This is an optimization exercise on Yosys and OpenROAD, whose aim is small area, a short achievable clock period and few clock cycles per item, not a production implementation.
At most, simulation tests tie the RTL to the original design; equivalence was not proved.

## net_4_8_12_16_16_1_10
module net_4_8_12_16_16_1_10 (clk, reset, input_valid, input_ready, input_data, output_valid, output_ready, output_data);
input clk, reset, input_valid, output_ready;
input signed [15:0] input_data;
output logic signed [15:0] output_data;
output output_valid, input_ready;
function automatic logic [6:0] rom_a(input logic [3:0] c, input int j);
  logic [6:0] w;
  w = 7'd0;
  case (j)
    0: case (c)
      4'd0: w = 7'b1000010;   
      4'd1: w = 7'b1000001;   
      4'd2: w = 7'b1001001;   
      4'd3: w = 7'b0100010;   
      4'd4: w = 7'b0001010;   
      4'd5: w = 7'b0000000;   
      4'd6: w = 7'b0101010;   
      4'd7: w = 7'b0011010;   
      4'd8: w = 7'b0000010;   
      4'd9: w = 7'b0001000;   
      4'd10: w = 7'b0001001;   
      4'd11: w = 7'b0101010;   
      4'd12: w = 7'b0000001;   
      4'd13: w = 7'b0000010;   
      4'd14: w = 7'b0100010;   
      4'd15: w = 7'b1000010;   
      default: w = 7'd0;
    endcase
    1: case (c)
      4'd0: w = 7'b1101010;   
      4'd1: w = 7'b1111010;   
      4'd2: w = 7'b1110110;   
      4'd3: w = 7'b1100010;   
      4'd4: w = 7'b0001010;   
      4'd5: w = 7'b0101000;   
      4'd6: w = 7'b0010110;   
      4'd7: w = 7'b0101001;   
      4'd8: w = 7'b0001010;   
      4'd9: w = 7'b0101010;   
      4'd10: w = 7'b0000001;   
  ...
Settings: LEC_CHECK=0, ABC_CLOCK_PERIOD_IN_PS=5000, CAP_MARGIN=20, CORE_MARGIN=2, CORE_UTILIZATION=40, SETUP_SLACK_MARGIN=4, SLEW_MARGIN=20; clock period 10.0 ns.
run.sh (not shown) runs the stock make flow with config.mk's settings and CLKGATE_MAP_FILE= SYNTH_SCRIPT=/design/flow/synth_recipe.tcl, a recipe that flattens the netlist after the stock synthesis.
Next try:
ABC_CLOCK_PERIOD_IN_PS = 4000   (was 5000)
SETUP_SLACK_MARGIN = 5   (was 4)
Area after synthesis does not change.
Register-to-register slack is better by 0.96 ns.
Clock skew stays flat.
No functional check of the RTL was part of any run of this note.

net_4_8_12_16_16_1_10, a different RTL version from the one above (not shown whole).
For scale: roughly 10000 cells after synthesis, ~1200 flip-flops, ~38 I/O pins, roughly 0.089 mm2 of cells after synthesis.
export LEC_CHECK = 0
export ABC_AREA = 1
export CAP_MARGIN = 20
export CORE_MARGIN = 2
export CORE_UTILIZATION = 55
export SETUP_SLACK_MARGIN = 5
export SLEW_MARGIN = 20
create_clock -name core_clock -period 10.0 [get_ports {clk}]
standard.sh (not shown) runs the stock make flow with config.mk's settings and CLKGATE_MAP_FILE= SYNTH_SCRIPT=/design/flow/synth_recipe.tcl, a recipe that flattens the netlist after the stock synthesis.
==> flow/flow/run.sh <==
#!/bin/bash
set -euo pipefail
bash standard.sh SETUP_SLACK_MARGIN=6 finish > flow_make.log 2>&1
The baseline ran to the end with no violations.
Testbench counts at the start, summed over its fixed seeds: cycles 3,328, items 192.
Change:
- ABC_AREA: 1 -> unset
- ABC_CLOCK_PERIOD_IN_PS: unset -> 4000
Effect: Clock-buffer cell count went up by 11; via count came out lower by about a fifth; worst hold slack degrades by 6.4 ps; wire length goes down by roughly a tenth; final cell count decreases by about a fifth.

Starting RTL as in the previous note.
// net_4_8_12_16_16_1_10
module net_4_8_12_16_16_1_10 (clk, reset, input_valid, input_ready, input_data, output_valid, output_ready, output_data);
Settings: LEC_CHECK=0, ABC_AREA=1, CAP_MARGIN=20, CORE_MARGIN=2, CORE_UTILIZATION=55, GPL_ROUTABILITY_DRIVEN=0, GPL_TIMING_DRIVEN=1, SETUP_SLACK_MARGIN=5, SLEW_MARGIN=20, TNS_END_PERCENT=100; clock period 10.0 ns.
Scripts as last shown in full above: flow/flow/run.sh
Testbench counts at the start, summed over its fixed seeds: cycles 3,328, items 192.
Rerun with:
CAP_MARGIN = 0   (was 20)
GPL_ROUTABILITY_DRIVEN = unset   (was 0)
GPL_TIMING_DRIVEN = unset   (was 1)
SLEW_MARGIN = 0   (was 20)
TNS_END_PERCENT = unset   (was 100)
=> Cell area stays flat. Routed wire length is higher slightly. Utilization is about the same. Worst setup slack is worse by 89 ps. Clock skew barely changes. Sequential share of layout area stays flat. Clock-buffer cell count decreases by 6. Die area does not change.
Rerun with:
==> flow/flow/run.sh (replaced) <==
#!/bin/bash
set -euo pipefail
bash standard.sh SETUP_SLACK_MARGIN=5.7 finish > flow_make.log 2>&1
ABC_AREA = unset   (was 1)
ABC_CLOCK_PERIOD_IN_PS = 4000   (was unset)
CAP_MARGIN = 20   (was 0)
SLEW_MARGIN = 20   (was 0)
Synthesized area is lower by 5.6%.
Synthesized cell count is lower by 23%.
Hold slack hardly moves.
Setup slack degrades by 220 ps.

== build 93 ==
net_4_8_12_16_16_1_10, a different RTL version from the one above (not shown whole).
Size: roughly 8100 cells after synthesis, roughly 1200 flip-flops, about 38 I/O pins.
// net_4_8_12_16_16_1_10
module net_4_8_12_16_16_1_10 (clk, reset, input_valid, input_ready, input_data, output_valid, output_ready, output_data);
Settings: LEC_CHECK=0, ABC_CLOCK_PERIOD_IN_PS=4000, CAP_MARGIN=20, CORE_MARGIN=2, CORE_UTILIZATION=40, SETUP_SLACK_MARGIN=5, SLEW_MARGIN=20; clock period 10.0 ns.
==> flow/flow/run.sh <==
#!/bin/bash
set -euo pipefail
bash standard.sh SETUP_SLACK_MARGIN=7 finish > flow_make.log 2>&1
Build 93: PASS, flow complete, no timing, DRC or antenna violations
Testbench counts of build 93, summed over its fixed seeds: cycles 3,352, items 192.
Modified inputs, build 52 compared to build 93
- ABC_CLOCK_PERIOD_IN_PS: 4000 -> 2500
==> flow/run.sh (new file) <==
#!/bin/bash
# synth_recipe.tcl (not shown) runs the flow's synth.tcl, then flattens the netlist and writes it again
# the make line also repeats each setting of config.mk as NAME=value (left out here)
make -C /OpenROAD-flow-scripts/flow DESIGN_CONFIG=/design/flow/config.mk WORK_HOME=/design/flow/orfs CLKGATE_MAP_FILE= SYNTH_SCRIPT=/design/flow/synth_recipe.tcl finish
removed: flow/flow/run.sh
removed: flow/standard.sh
Between build 93 and build 52, the flow reports cell count decreasing by a few percent.
Of build 52 and build 93, build 93 shows the higher final wirelength, with build 52 below it.
On final critical path time including I/O delays and setup, build 93 beats build 52.
The non-clock buffer total of the final layout number comes out lower for build 52 vs build 93.
In terms of placement-stage cell area, build 52 and build 93 differ only marginally.
Taking build 93 over build 52, the wire length of the first global-routing pass ratio works out to 1.10.
The worst relative slew slack number comes out higher for build 52 vs build 93.
## Diff of input files: build 42 against build 52
- ABC_CLOCK_PERIOD_IN_PS changed from 2500 to 4000
==> flow/flow/run.sh (new file) <==
#!/bin/bash
set -euo pipefail
bash standard.sh SETUP_SLACK_MARGIN=6 finish > flow_make.log 2>&1
==> flow/standard.sh (new file) <==
#!/bin/bash
# synth_recipe.tcl (not shown) runs the flow's synth.tcl, then flattens the netlist and writes it again
# the make line also repeats each setting of config.mk as NAME=value (left out here)
make -C /OpenROAD-flow-scripts/flow DESIGN_CONFIG=/design/flow/config.mk WORK_HOME=/design/flow/orfs CLKGATE_MAP_FILE= SYNTH_SCRIPT=/design/flow/synth_recipe.tcl "${@:-finish}"
removed: flow/run.sh
[summary]
The run with more routed wire is build 42, not build 52.
Diff build 42..build 52 | multi-input combinational area share | negligible
Between build 42 and build 52, the total of max-cap violations figures differ only marginally.
Input-level comparison between build 23 and build 42:
==> flow/run.sh (new file) <==
#!/bin/bash
# synth_recipe.tcl (not shown) runs the flow's synth.tcl, then flattens the netlist and writes it again
# the make line also repeats each setting of config.mk as NAME=value (left out here)
make -C /OpenROAD-flow-scripts/flow DESIGN_CONFIG=/design/flow/config.mk WORK_HOME=/design/flow/orfs CLKGATE_MAP_FILE= SYNTH_SCRIPT=/design/flow/synth_recipe.tcl finish
removed: flow/flow/run.sh
removed: flow/standard.sh
==> comparison <==
- Comparing build 23 and build 42, the higher number of nets in the layout was measured on build 42.
- Summary — sequential fraction of total cell area, build 23 relative to build 42: higher, by 0.85 points.
- Compared with build 42, build 23 ends up with less cell area.

== build 47 ==
net_4_8_12_16_16_1_10, a different RTL version from the one above (not shown whole).
For scale: ~7900 cells after synthesis, roughly 1200 flip-flops, roughly 38 I/O pins.
// net_4_8_12_16_16_1_10
module net_4_8_12_16_16_1_10 (clk, reset, input_valid, input_ready, input_data, output_valid, output_ready, output_data);
input clk, reset, input_valid, output_ready;
input signed [15:0] input_data;
output logic signed [15:0] output_data;
output output_valid, input_ready;
function automatic logic [6:0] rom_a(input logic [3:0] c, input int j);
  logic [6:0] w;
  w = 7'd0;
  case (j)
    0: case (c)
      4'd0: w = 7'b1000010;   
      4'd1: w = 7'b1000001;   
      4'd2: w = 7'b1001001;   
      4'd3: w = 7'b0100010;   
      4'd4: w = 7'b0001010;   
      4'd5: w = 7'b0000000;   
      4'd6: w = 7'b0101010;   
      4'd7: w = 7'b0011010;   
      4'd8: w = 7'b0000010;   
      4'd9: w = 7'b0001000;   
      4'd10: w = 7'b0001001;   
      4'd11: w = 7'b0101010;   
      4'd12: w = 7'b0000001;   
      4'd13: w = 7'b0000010;   
      4'd14: w = 7'b0100010;   
      4'd15: w = 7'b1000010;   
      default: w = 7'd0;
    endcase
    1: case (c)
      4'd0: w = 7'b1101010;   
      4'd1: w = 7'b1111010;   
      4'd2: w = 7'b1110110;   
      4'd3: w = 7'b1100010;   
      4'd4: w = 7'b0001010;   
      4'd5: w = 7'b0101000;   
      4'd6: w = 7'b0010110;   
      4'd7: w = 7'b0101001;   
      4'd8: w = 7'b0001010;   
      4'd9: w = 7'b0101010;   
  ...
export LEC_CHECK = 0
export ABC_CLOCK_PERIOD_IN_PS = 4000
export CAP_MARGIN = 20
export CORE_MARGIN = 2
export CORE_UTILIZATION = 65
export SETUP_SLACK_MARGIN = 5
export SLEW_MARGIN = 20
create_clock -name core_clock -period 10.0 [get_ports {clk}]
==> flow/flow/run.sh <==
#!/bin/bash
set -euo pipefail
bash standard.sh SETUP_SLACK_MARGIN=6 finish > flow_make.log 2>&1
Testbench counts of build 47, summed over its fixed seeds: cycles 3,352, items 192.
Relative to build 47, the following input files were edited for build 35:
# build 47
export LEC_CHECK = 0
export ABC_CLOCK_PERIOD_IN_PS = 4000
export CAP_MARGIN = 20
export CORE_MARGIN = 2
export CORE_UTILIZATION = 65
export SETUP_SLACK_MARGIN = 5
export SLEW_MARGIN = 20
create_clock -name core_clock -period 10.0 [get_ports {clk}]
# build 35
export LEC_CHECK = 0
export ABC_CLOCK_PERIOD_IN_PS = 4000
export CAP_MARGIN = 20
export CORE_MARGIN = 2
export CORE_UTILIZATION = 55
export SETUP_SLACK_MARGIN = 5
export SLEW_MARGIN = 20
create_clock -name core_clock -period 10.0 [get_ports {clk}]
==> flow/flow/run.sh <==
#!/bin/bash
set -euo pipefail
bash standard.sh SETUP_SLACK_MARGIN=6.5 finish > flow_make.log 2>&1
Results
Taking build 47 as the reference, in build 35 largest incremental delay on the critical path saw an increase, total detailed-routing wirelength saw an increase, initial antenna violation count saw an increase.
Adder and majority cell fraction of the synthesized area essentially unchanged between build 47 and build 35.
Re post-synthesis compound-gate area fraction: no difference whatsoever between build 47 and build 35.
Going from build 47 to build 35, insertion delay to the later sink of the worst-skew pair shows a reduction of 0.05 ns; final standard cell utilization of the core decreased by 5.3 points relative to the old numbers.
Share of the final layout cell area in sequential cells for build 35 is lower than for build 47.
Setup changes, build 35 to build 26
==> flow/flow/run.sh <==
#!/bin/bash
set -euo pipefail
bash standard.sh SETUP_SLACK_MARGIN=6 finish > flow_make.log 2>&1
### Flow results
When the final numbers for build 26 and build 35 were put side by side, the relative slew slack turned out to be smaller in build 26. Delta (build 26 minus build 35): initial antenna violation count stayed essentially flat, mean number of vias per cell held, sequential share of layout area increased by 3.2 points relative to the old numbers, minimum clock period after layout rose 0.085 ns, synthesized-area fraction occupied by ao, oa, aoi and oai cells flat.

==> re-timing with driven ports <==
Ports are ideal in the flow. The routed layouts listed here were re-timed in OpenROAD.
Step 1 assumes that a clkbuf_16 drives the clock port and a buf_2 every other input.
Step 2 moves the port delays by t, midway between the first and last clock arrival at a register: inputs arrive t later, outputs are due t later. That takes back most of the time a late clock gives input paths.
a / b / c = ideal / step 1 / step 2; a / b = the first two.
run	t (ns)	setup WS [ns]	slew at the worst register clock pin (ns)	worst data-port slew with drivers (ns)	cell pins on the clock port's net
the first run of note 1	0.872	4.277 / 4.246 / 3.920	0.07 / 0.07	0.14	1
the second run of note 1	0.875	5.132 / 5.040 / 4.690	0.07 / 0.07	0.14	1
the first run of note 2	0.895	6.116 / 6.031 / 5.529	0.07 / 0.07	0.03	1
the second run of note 2	0.853	6.000 / 5.979 / 5.329	0.07 / 0.07	0.05	1
the first run of note 3	0.864	6.056 / 5.969 / 5.509	0.07 / 0.07	0.04	1
the second run of note 3	0.885	5.968 / 5.968 / 5.489	0.07 / 0.07	0.04	1
the third run of note 3	0.851	5.744 / 5.744 / 5.286	0.07 / 0.07	0.15	1
build 93	0.887	5.836 / 5.740 / 5.935	0.07 / 0.07	0.16	1
build 52	0.873	5.207 / 5.174 / 4.399	0.07 / 0.07	0.17	1
build 42	0.881	5.811 / 5.718 / 5.144	0.07 / 0.07	0.17	1
build 23	0.873	5.207 / 5.174 / 4.399	0.07 / 0.07	0.17	1
build 47	0.887	6.026 / 5.978 / 5.341	0.07 / 0.07	0.14	1
build 35	0.847	6.152 / 6.152 / 5.698	0.07 / 0.07	0.17	1
build 26	0.841	6.066 / 5.991 / 5.328	0.07 / 0.07	0.16	1
After both steps every run listed still meets setup and hold.
